This design comes from an exercise in tuning for small area and a short achievable clock period on the open sky130 flow, not from production work. RTL that was checked went through simulation tests only; none was proved equivalent to the original.

== main ==
==> flow/design.v <==
module UnaryMultiplier
#(
    parameter INPUT_WIDTH = 32,
    parameter COUNT_WIDTH = $clog2(INPUT_WIDTH + 1),
    parameter EPSILON = 8
)
(
    input logic a,
    input logic b,
    input logic [1:0] ready,
    input logic clk,
    input logic reset,
    output logic valid,
    output logic y
);
    logic [5:0]  a_ones, b_ones, a_upper, b_upper, y_count;
    logic [5:0]  g_lower;    
    logic [5:0]  f_upper;    
    logic [10:0] d_upper, d_lower;
    logic        ea, eb, za, zb;
    logic        near_l, near_u, emit, bit1, done;
    logic [5:0]  ab_ones, ab_upper;
    logic [6:0]  hl, hu;
    logic [10:0] dl, du;
    logic [5:0]  yc;
    logic [5:0]  h_sum, hsum;    
    logic        c4l, c4u;
    logic [3:0]  lg, lp, ug, up;
    logic [5:0]  hs, hc;
    always_comb begin
        ea = ready[0] & a;
        za = ready[0] & ~a;
        eb = ready[1] & b;
        zb = ready[1] & ~b;
        ab_ones = a_ones + b_ones + 6'd1;
        ab_upper = a_upper + b_upper - 6'd1;
        case ({g_lower[5:4], valid, y})
            4'b00_10: hl = 7'd1;
            4'b00_11: hl = 7'h7f;
            4'b01_10: hl = 7'd2;
            4'b01_11: hl = 7'd0;
            4'b10_10: hl = 7'd3;
            4'b10_11: hl = 7'd1;
            4'b11_10: hl = 7'd4;
            4'b11_11: hl = 7'd2;
            default:  hl = {5'd0, g_lower[5:4]};
        endcase
        dl = d_lower + {hl, g_lower[3:0]};
        case ({f_upper[5:4], valid, y})
            4'b11_10: hu = 7'h7d;
            4'b11_11: hu = 7'h7b;
            4'b10_10: hu = 7'h7e;
            4'b10_11: hu = 7'h7c;
            4'b01_10: hu = 7'h7f;
            4'b01_11: hu = 7'h7d;
            4'b00_10: hu = 7'h00;
            4'b00_11: hu = 7'h7e;
            default:  hu = {5'h1f, ~f_upper[5:4]};
        endcase
        du = d_upper + {hu, ~f_upper[3:0]} + 11'd1;
        yc = y_count + valid;
        done = yc[5];
        near_l = ~dl[10] | (&dl[9:7]);                              
        near_u = du[10] | (~|du[9:8] & (~du[7] | ~|du[6:4]));       
        lg = d_lower[3:0] & g_lower[3:0];
        lp = d_lower[3:0] | g_lower[3:0];
        c4l = lg[3] | (lp[3] & lg[2]) | (lp[3] & lp[2] & lg[1]) | (lp[3] & lp[2] & lp[1] & lg[0]);
        ug = d_upper[3:0] & ~f_upper[3:0];
        up = d_upper[3:0] | ~f_upper[3:0];
        c4u = ug[3] | (up[3] & ug[2]) | (up[3] & up[2] & ug[1]) | (up[3] & up[2] & up[1] & up[0]);
        hs = h_sum ^ hl[5:0] ^ hu[5:0];
        hc = (h_sum & hl[5:0]) | (h_sum & hu[5:0]) | (hl[5:0] & hu[5:0]);
        hsum = hs + {hc[4:0], c4l} + {5'd0, c4u};
        bit1 = near_l & (~near_u | ~hsum[5]);
        emit = ~done & (near_l | near_u);
    end
    always_ff @(posedge clk or negedge reset) begin
        if (!reset) begin
            a_ones <= 0;
            b_ones <= 0;
            a_upper <= 6'd32;
            b_upper <= 6'd32;
            g_lower <= 0;
            f_upper <= 0;
            y_count <= 0;
            d_lower <= 11'h600;    
            d_upper <= 11'h200;    
            h_sum <= 0;
            y <= 1'b0;
            valid <= 1'b0;
        end else begin
            a_ones <= a_ones + ea;
            b_ones <= b_ones + eb;
            a_upper <= a_upper - za;
            b_upper <= b_upper - zb;
            g_lower <= ({6{ea & ~eb}} & b_ones) | ({6{eb & ~ea}} & a_ones) | ({6{ea & eb}} & ab_ones);
            f_upper <= ({6{za & ~zb}} & b_upper) | ({6{zb & ~za}} & a_upper) | ({6{za & zb}} & ab_upper);
            y_count <= yc;
            d_lower <= dl;
            d_upper <= du;
            h_sum <= hsum;
            valid <= emit;
            y <= bit1;
        end
    end
endmodule
==> flow/config.mk <==
export PLATFORM = sky130hd
export DESIGN_NAME = UnaryMultiplier
export DESIGN_NICKNAME = UnaryMultiplier
export VERILOG_FILES = /design/flow/design.v
export SDC_FILE = /design/flow/constraint.sdc
export NUM_CORES = 4
export LEC_CHECK = 0
export CAP_MARGIN = 20
export CORE_MARGIN = 2
export CORE_UTILIZATION = 40
export PLACE_DENSITY = 0.6
export SETUP_SLACK_MARGIN = 5
export SLEW_MARGIN = 20
==> flow/constraint.sdc <==
create_clock -name core_clock -period 8.0 [get_ports {clk}]
set_input_delay 1.6000 -clock core_clock [delete_from_list [all_inputs] [get_ports {clk}]]
set_output_delay 1.6000 -clock core_clock [all_outputs]
set_load 0.01 [all_outputs]
run.sh (not shown) runs the stock make flow with config.mk's settings and CLKGATE_MAP_FILE= SYNTH_SCRIPT=/design/flow/synth_recipe.tcl, a recipe that flattens the netlist after the stock synthesis.
[inputs] the feature branch vs main
--- a/flow/design.v
+++ b/flow/design.v
@@ -23,10 +23,8 @@
     logic [6:0]  hl, hu;
     logic [10:0] dl, du;
     logic [5:0]  yc;
-    logic [5:0]  h_sum, hsum;    
-    logic        c4l, c4u;
-    logic [3:0]  lg, lp, ug, up;
-    logic [5:0]  hs, hc;
+    logic [3:0]  hg, hp;
+    logic        c4, neg;
     always_comb begin
         ea = ready[0] & a;
         za = ready[0] & ~a;
@@ -62,16 +60,11 @@
         done = yc[5];
         near_l = ~dl[10] | (&dl[9:7]);                              
         near_u = du[10] | (~|du[9:8] & (~du[7] | ~|du[6:4]));       
-        lg = d_lower[3:0] & g_lower[3:0];
-        lp = d_lower[3:0] | g_lower[3:0];
-        c4l = lg[3] | (lp[3] & lg[2]) | (lp[3] & lp[2] & lg[1]) | (lp[3] & lp[2] & lp[1] & lg[0]);
-        ug = d_upper[3:0] & ~f_upper[3:0];
-        up = d_upper[3:0] | ~f_upper[3:0];
-        c4u = ug[3] | (up[3] & ug[2]) | (up[3] & up[2] & ug[1]) | (up[3] & up[2] & up[1] & up[0]);
-        hs = h_sum ^ hl[5:0] ^ hu[5:0];
-        hc = (h_sum & hl[5:0]) | (h_sum & hu[5:0]) | (hl[5:0] & hu[5:0]);
-        hsum = hs + {hc[4:0], c4l} + {5'd0, c4u};
-        bit1 = near_l & (~near_u | ~hsum[5]);
+        hg = du[7:4] & dl[7:4];
+        hp = du[7:4] ^ dl[7:4];
+        c4 = hg[3] | (hp[3] & hg[2]) | (hp[3] & hp[2] & hg[1]) | (hp[3] & hp[2] & hp[1] & hg[0]);
+        neg = (du[8] & dl[8]) | ((du[8] ^ dl[8]) & ~c4);
+        bit1 = near_l & (~near_u | ~neg);
         emit = ~done & (near_l | near_u);
     end
     always_ff @(posedge clk or negedge reset) begin
@@ -85,7 +78,6 @@
             y_count <= 0;
             d_lower <= 11'h600;    
             d_upper <= 11'h200;    
-            h_sum <= 0;
             y <= 1'b0;
             valid <= 1'b0;
         end else begin
@@ -98,7 +90,6 @@
             y_count <= yc;
             d_lower <= dl;
             d_upper <= du;
-            h_sum <= hsum;
             valid <= emit;
             y <= bit1;
         end
[summary]
- The feature branch completed end to end with timing, DRC and antenna clean.
- Share of cell area taken by flip-flops and latches: the feature branch vs main up 2.1 points
- Measured against each other, main and the feature branch differ in final cell count, the higher figure coming from main.
- The final instance area in the feature branch was lower than what main gave.
- Transition at the pin with the smallest max-transition slack for the feature branch: 0.060 ns down relative to main
- The feature branch against main: average size of a mapped cell now sits lower; final critical-path share of the clock period now sits higher.
- On share of final layout cell area taken by non-clock buffers: between main and the feature branch, it ends up higher for main.
- Compared with main, the feature branch shows a higher later-pin clock latency in the skew report.
For main, only the layout was checked, not whether the RTL still works.

== old ==
Another version of the RTL of UnaryMultiplier (not shown whole).
Size in the first run: ~410 cells after synthesis, about 8 I/O pins, roughly 4000 sq um of cells after synthesis.
==> module UnaryMultiplier, before the edit <==
module UnaryMultiplier
#(
    parameter INPUT_WIDTH = 32,
    parameter COUNT_WIDTH = $clog2(INPUT_WIDTH + 1),
    parameter EPSILON = 8
)
(
    input logic a,
    input logic b,
    input logic [1:0] ready,
    input logic clk,
    input logic reset,
    output logic valid,
    output logic y
);
    logic [5:0]  a_ones, b_ones, a_upper, b_upper, y_count;
    logic [5:0]  g_lower;    
    logic [5:0]  f_upper;    
    logic [10:0] d_upper, d_lower;
    logic        ea, eb, za, zb;
    logic        near_l, near_u, emit, bit1, done;
    logic        up, dn;     
    logic [5:0]  ab_ones, ab_upper;
    logic [6:0]  hl, hu;
    logic [10:0] dl, du;
    logic [5:0]  yc;
    logic [3:0]  hg, hp;
    logic        c4, neg;
    always_comb begin
        ea = ready[0] & a;
        za = ready[0] & ~a;
        eb = ready[1] & b;
        zb = ready[1] & ~b;
        ab_ones = a_ones + b_ones + 6'd1;
        ab_upper = a_upper + b_upper - 6'd1;
        case ({g_lower[5:4], dn, up})
            4'b00_10: hl = 7'd1;
            4'b00_01: hl = 7'h7f;
            4'b01_10: hl = 7'd2;
            4'b01_01: hl = 7'd0;
            4'b10_10: hl = 7'd3;
            4'b10_01: hl = 7'd1;
            4'b11_10: hl = 7'd4;
            4'b11_01: hl = 7'd2;
            default:  hl = {5'd0, g_lower[5:4]};
        endcase
        dl = d_lower + {hl, g_lower[3:0]};
        case ({f_upper[5:4], dn, up})
            4'b11_10: hu = 7'h7d;
            4'b11_01: hu = 7'h7b;
            4'b10_10: hu = 7'h7e;
            4'b10_01: hu = 7'h7c;
            4'b01_10: hu = 7'h7f;
            4'b01_01: hu = 7'h7d;
            4'b00_10: hu = 7'h00;
            4'b00_01: hu = 7'h7e;
            default:  hu = {5'h1f, ~f_upper[5:4]};
        endcase
        du = d_upper + {hu, ~f_upper[3:0]} + 11'd1;
        yc = y_count + (up | dn);
        done = yc[5];
        near_l = ~dl[10] | (&dl[9:7]);                              
        near_u = du[10] | (~|du[9:8] & (~du[7] | ~|du[6:4]));       
        hg = du[7:4] & dl[7:4];
        hp = du[7:4] ^ dl[7:4];
        c4 = hg[3] | (hp[3] & hg[2]) | (hp[3] & hp[2] & hg[1]) | (hp[3] & hp[2] & hp[1] & hg[0]);
        neg = (du[8] & dl[8]) | ((du[8] ^ dl[8]) & ~c4);
        bit1 = near_l & (~near_u | ~neg);
        emit = ~done & (near_l | near_u);
    end
    always_ff @(posedge clk or negedge reset) begin
        if (!reset) begin
            a_ones <= 0;
            b_ones <= 0;
            a_upper <= 6'd32;
            b_upper <= 6'd32;
            g_lower <= 0;
            f_upper <= 0;
            y_count <= 0;
            d_lower <= 11'h600;    
            d_upper <= 11'h200;    
            y <= 1'b0;
            valid <= 1'b0;
            up <= 1'b0;
            dn <= 1'b0;
        end else begin
            a_ones <= a_ones + ea;
            b_ones <= b_ones + eb;
            a_upper <= a_upper - za;
            b_upper <= b_upper - zb;
            g_lower <= ({6{ea & ~eb}} & b_ones) | ({6{eb & ~ea}} & a_ones) | ({6{ea & eb}} & ab_ones);
            f_upper <= ({6{za & ~zb}} & b_upper) | ({6{zb & ~za}} & a_upper) | ({6{za & zb}} & ab_upper);
            y_count <= yc;
            d_lower <= dl;
            d_upper <= du;
            valid <= emit;
            y <= bit1;
            up <= emit & bit1;
            dn <= emit & ~bit1;
        end
    end
endmodule
Settings: LEC_CHECK=0, CAP_MARGIN=20, CORE_MARGIN=2, CORE_UTILIZATION=40, PLACE_DENSITY=0.6, SLEW_MARGIN=20; clock period 8.0 ns.
standard.sh (not shown) runs the stock make flow with config.mk's settings and CLKGATE_MAP_FILE= SYNTH_SCRIPT=/design/flow/synth_recipe.tcl, a recipe that flattens the netlist after the stock synthesis.
==> flow/flow/run.sh <==
#!/bin/bash
# The standard layout, except that:
#  - synthesis maps the logic with flow/abc_speed.script (three rounds of
#    &syn2/&dch/&nf) instead of ORFS's ABC script; the rest of synthesis,
#    and so the registers, are ORFS's as run by standard.sh;
#  - the ports get plain buf_2 buffers;
#  - timing repair aims at a setup slack of SETUP_SLACK_MARGIN.
set -e
rm -rf scripts_alt
cp -r "$FLOW_HOME/scripts" scripts_alt
cp flow/abc_speed.script scripts_alt/abc_speed.script
export BUFFER_PORTS_ARGS="-buffer_cell sky130_fd_sc_hd__buf_2"
export SETUP_SLACK_MARGIN=5.5
bash standard.sh SCRIPTS_DIR="$PWD/scripts_alt" synth > synth.log 2>&1
bash standard.sh > standard.log 2>&1
==> flow/flow/abc_speed.script <==
&get -n
&st
&syn2
&dch
&nf
&st
&syn2
&dch
&nf
&st
&syn2
&dch
&nf
&put
buffer -c
topo
stime -c
upsize -c
dnsize -c
Modified inputs, new compared to old
-- flow/design.v --
<<< old, line 20
    logic        ea, eb, za, zb;
    logic        near_l, near_u, emit, bit1, done;
    logic        up, dn;     
    logic [5:0]  ab_ones, ab_upper;
    logic [6:0]  hl, hu;
>>> new, line 20
    logic        ea, eb, za, zb;
    logic        near_l, near_u, emit, bit1, done;
    logic [5:0]  ab_ones, ab_upper;
    logic [6:0]  hl, hu;
<<< old, line 34
        ab_ones = a_ones + b_ones + 6'd1;
        ab_upper = a_upper + b_upper - 6'd1;
        case ({g_lower[5:4], dn, up})
            4'b00_10: hl = 7'd1;
            4'b00_01: hl = 7'h7f;
            4'b01_10: hl = 7'd2;
            4'b01_01: hl = 7'd0;
            4'b10_10: hl = 7'd3;
            4'b10_01: hl = 7'd1;
            4'b11_10: hl = 7'd4;
            4'b11_01: hl = 7'd2;
            default:  hl = {5'd0, g_lower[5:4]};
        endcase
        dl = d_lower + {hl, g_lower[3:0]};
        case ({f_upper[5:4], dn, up})
            4'b11_10: hu = 7'h7d;
            4'b11_01: hu = 7'h7b;
            4'b10_10: hu = 7'h7e;
            4'b10_01: hu = 7'h7c;
            4'b01_10: hu = 7'h7f;
            4'b01_01: hu = 7'h7d;
            4'b00_10: hu = 7'h00;
            4'b00_01: hu = 7'h7e;
            default:  hu = {5'h1f, ~f_upper[5:4]};
        endcase
        du = d_upper + {hu, ~f_upper[3:0]} + 11'd1;
        yc = y_count + (up | dn);
        done = yc[5];
        near_l = ~dl[10] | (&dl[9:7]);                              
>>> new, line 33
        ab_ones = a_ones + b_ones + 6'd1;
        ab_upper = a_upper + b_upper - 6'd1;
        case ({g_lower[5:4], valid, y})
            4'b00_10: hl = 7'd1;
            4'b00_11: hl = 7'h7f;
            4'b01_10: hl = 7'd2;
            4'b01_11: hl = 7'd0;
            4'b10_10: hl = 7'd3;
            4'b10_11: hl = 7'd1;
            4'b11_10: hl = 7'd4;
            4'b11_11: hl = 7'd2;
            default:  hl = {5'd0, g_lower[5:4]};
        endcase
        dl = d_lower + {hl, g_lower[3:0]};
        case ({f_upper[5:4], valid, y})
            4'b11_10: hu = 7'h7d;
            4'b11_11: hu = 7'h7b;
            4'b10_10: hu = 7'h7e;
            4'b10_11: hu = 7'h7c;
            4'b01_10: hu = 7'h7f;
            4'b01_11: hu = 7'h7d;
            4'b00_10: hu = 7'h00;
            4'b00_11: hu = 7'h7e;
            default:  hu = {5'h1f, ~f_upper[5:4]};
        endcase
        du = d_upper + {hu, ~f_upper[3:0]} + 11'd1;
        yc = y_count + valid;
        done = yc[5];
        near_l = ~dl[10] | (&dl[9:7]);                              
<<< old, line 82
            y <= 1'b0;
            valid <= 1'b0;
            up <= 1'b0;
            dn <= 1'b0;
        end else begin
            a_ones <= a_ones + ea;
>>> new, line 81
            y <= 1'b0;
            valid <= 1'b0;
        end else begin
            a_ones <= a_ones + ea;
<<< old, line 96
            valid <= emit;
            y <= bit1;
            up <= emit & bit1;
            dn <= emit & ~bit1;
        end
    end
>>> new, line 93
            valid <= emit;
            y <= bit1;
        end
    end
--- outcome ---
No stage failed in new, and the final checks on the layout all came back clean.
Summary of new over old: detailed-placement wirelength estimate down about 5.5%, slack of the critical path up 0.42 ns, wire length down 500 um.
On new: post-place setup slack is 0.10 ns higher than what old gave.
Only the layout flow was run in old; the RTL was not checked for function there.

[what the ideal ports hide]
The flow's constraints put no driver on any port. The routed layouts listed below were extracted and timed again, unchanged, in two steps. Step 1, drivers: a clkbuf_16 drives clk and a buf_2 each remaining input, both assumed. Step 2 moves the port delays by t, midway between the first and last clock arrival at a register: inputs arrive t later, outputs are due t later. That takes back most of the time a late clock gives input paths. Slacks: ideal / step 1 / step 2; pairs: ideal / step 1.
| run | t (ns) | setup slack, ns | worst hold slack (ns) | worst setup path at the end | clock arrival spread, ns |
|---|---|---|---|---|---|
| main | 0.365 | 5.079 / 5.043 / 4.729 | 0.466 / 0.466 / 0.466 | input to register | 0.006 / 0.006 |
| the feature branch | 0.377 | 5.031 / 4.997 / 4.719 | 0.470 / 0.470 / 0.470 | input to register | 0.010 / 0.010 |
| old | 0.379 | 4.964 / 4.964 / 4.964 | 0.473 / 0.473 / 0.473 | register to register | 0.014 / 0.014 |
| new | 0.371 | 5.380 / 5.377 / 5.216 | 0.472 / 0.472 / 0.472 | input to register | 0.008 / 0.008 |
After both steps every run listed still meets setup and hold. The setup slack of main, which loses most, moves by -0.036 ns with the drivers and by -0.350 ns with both steps.
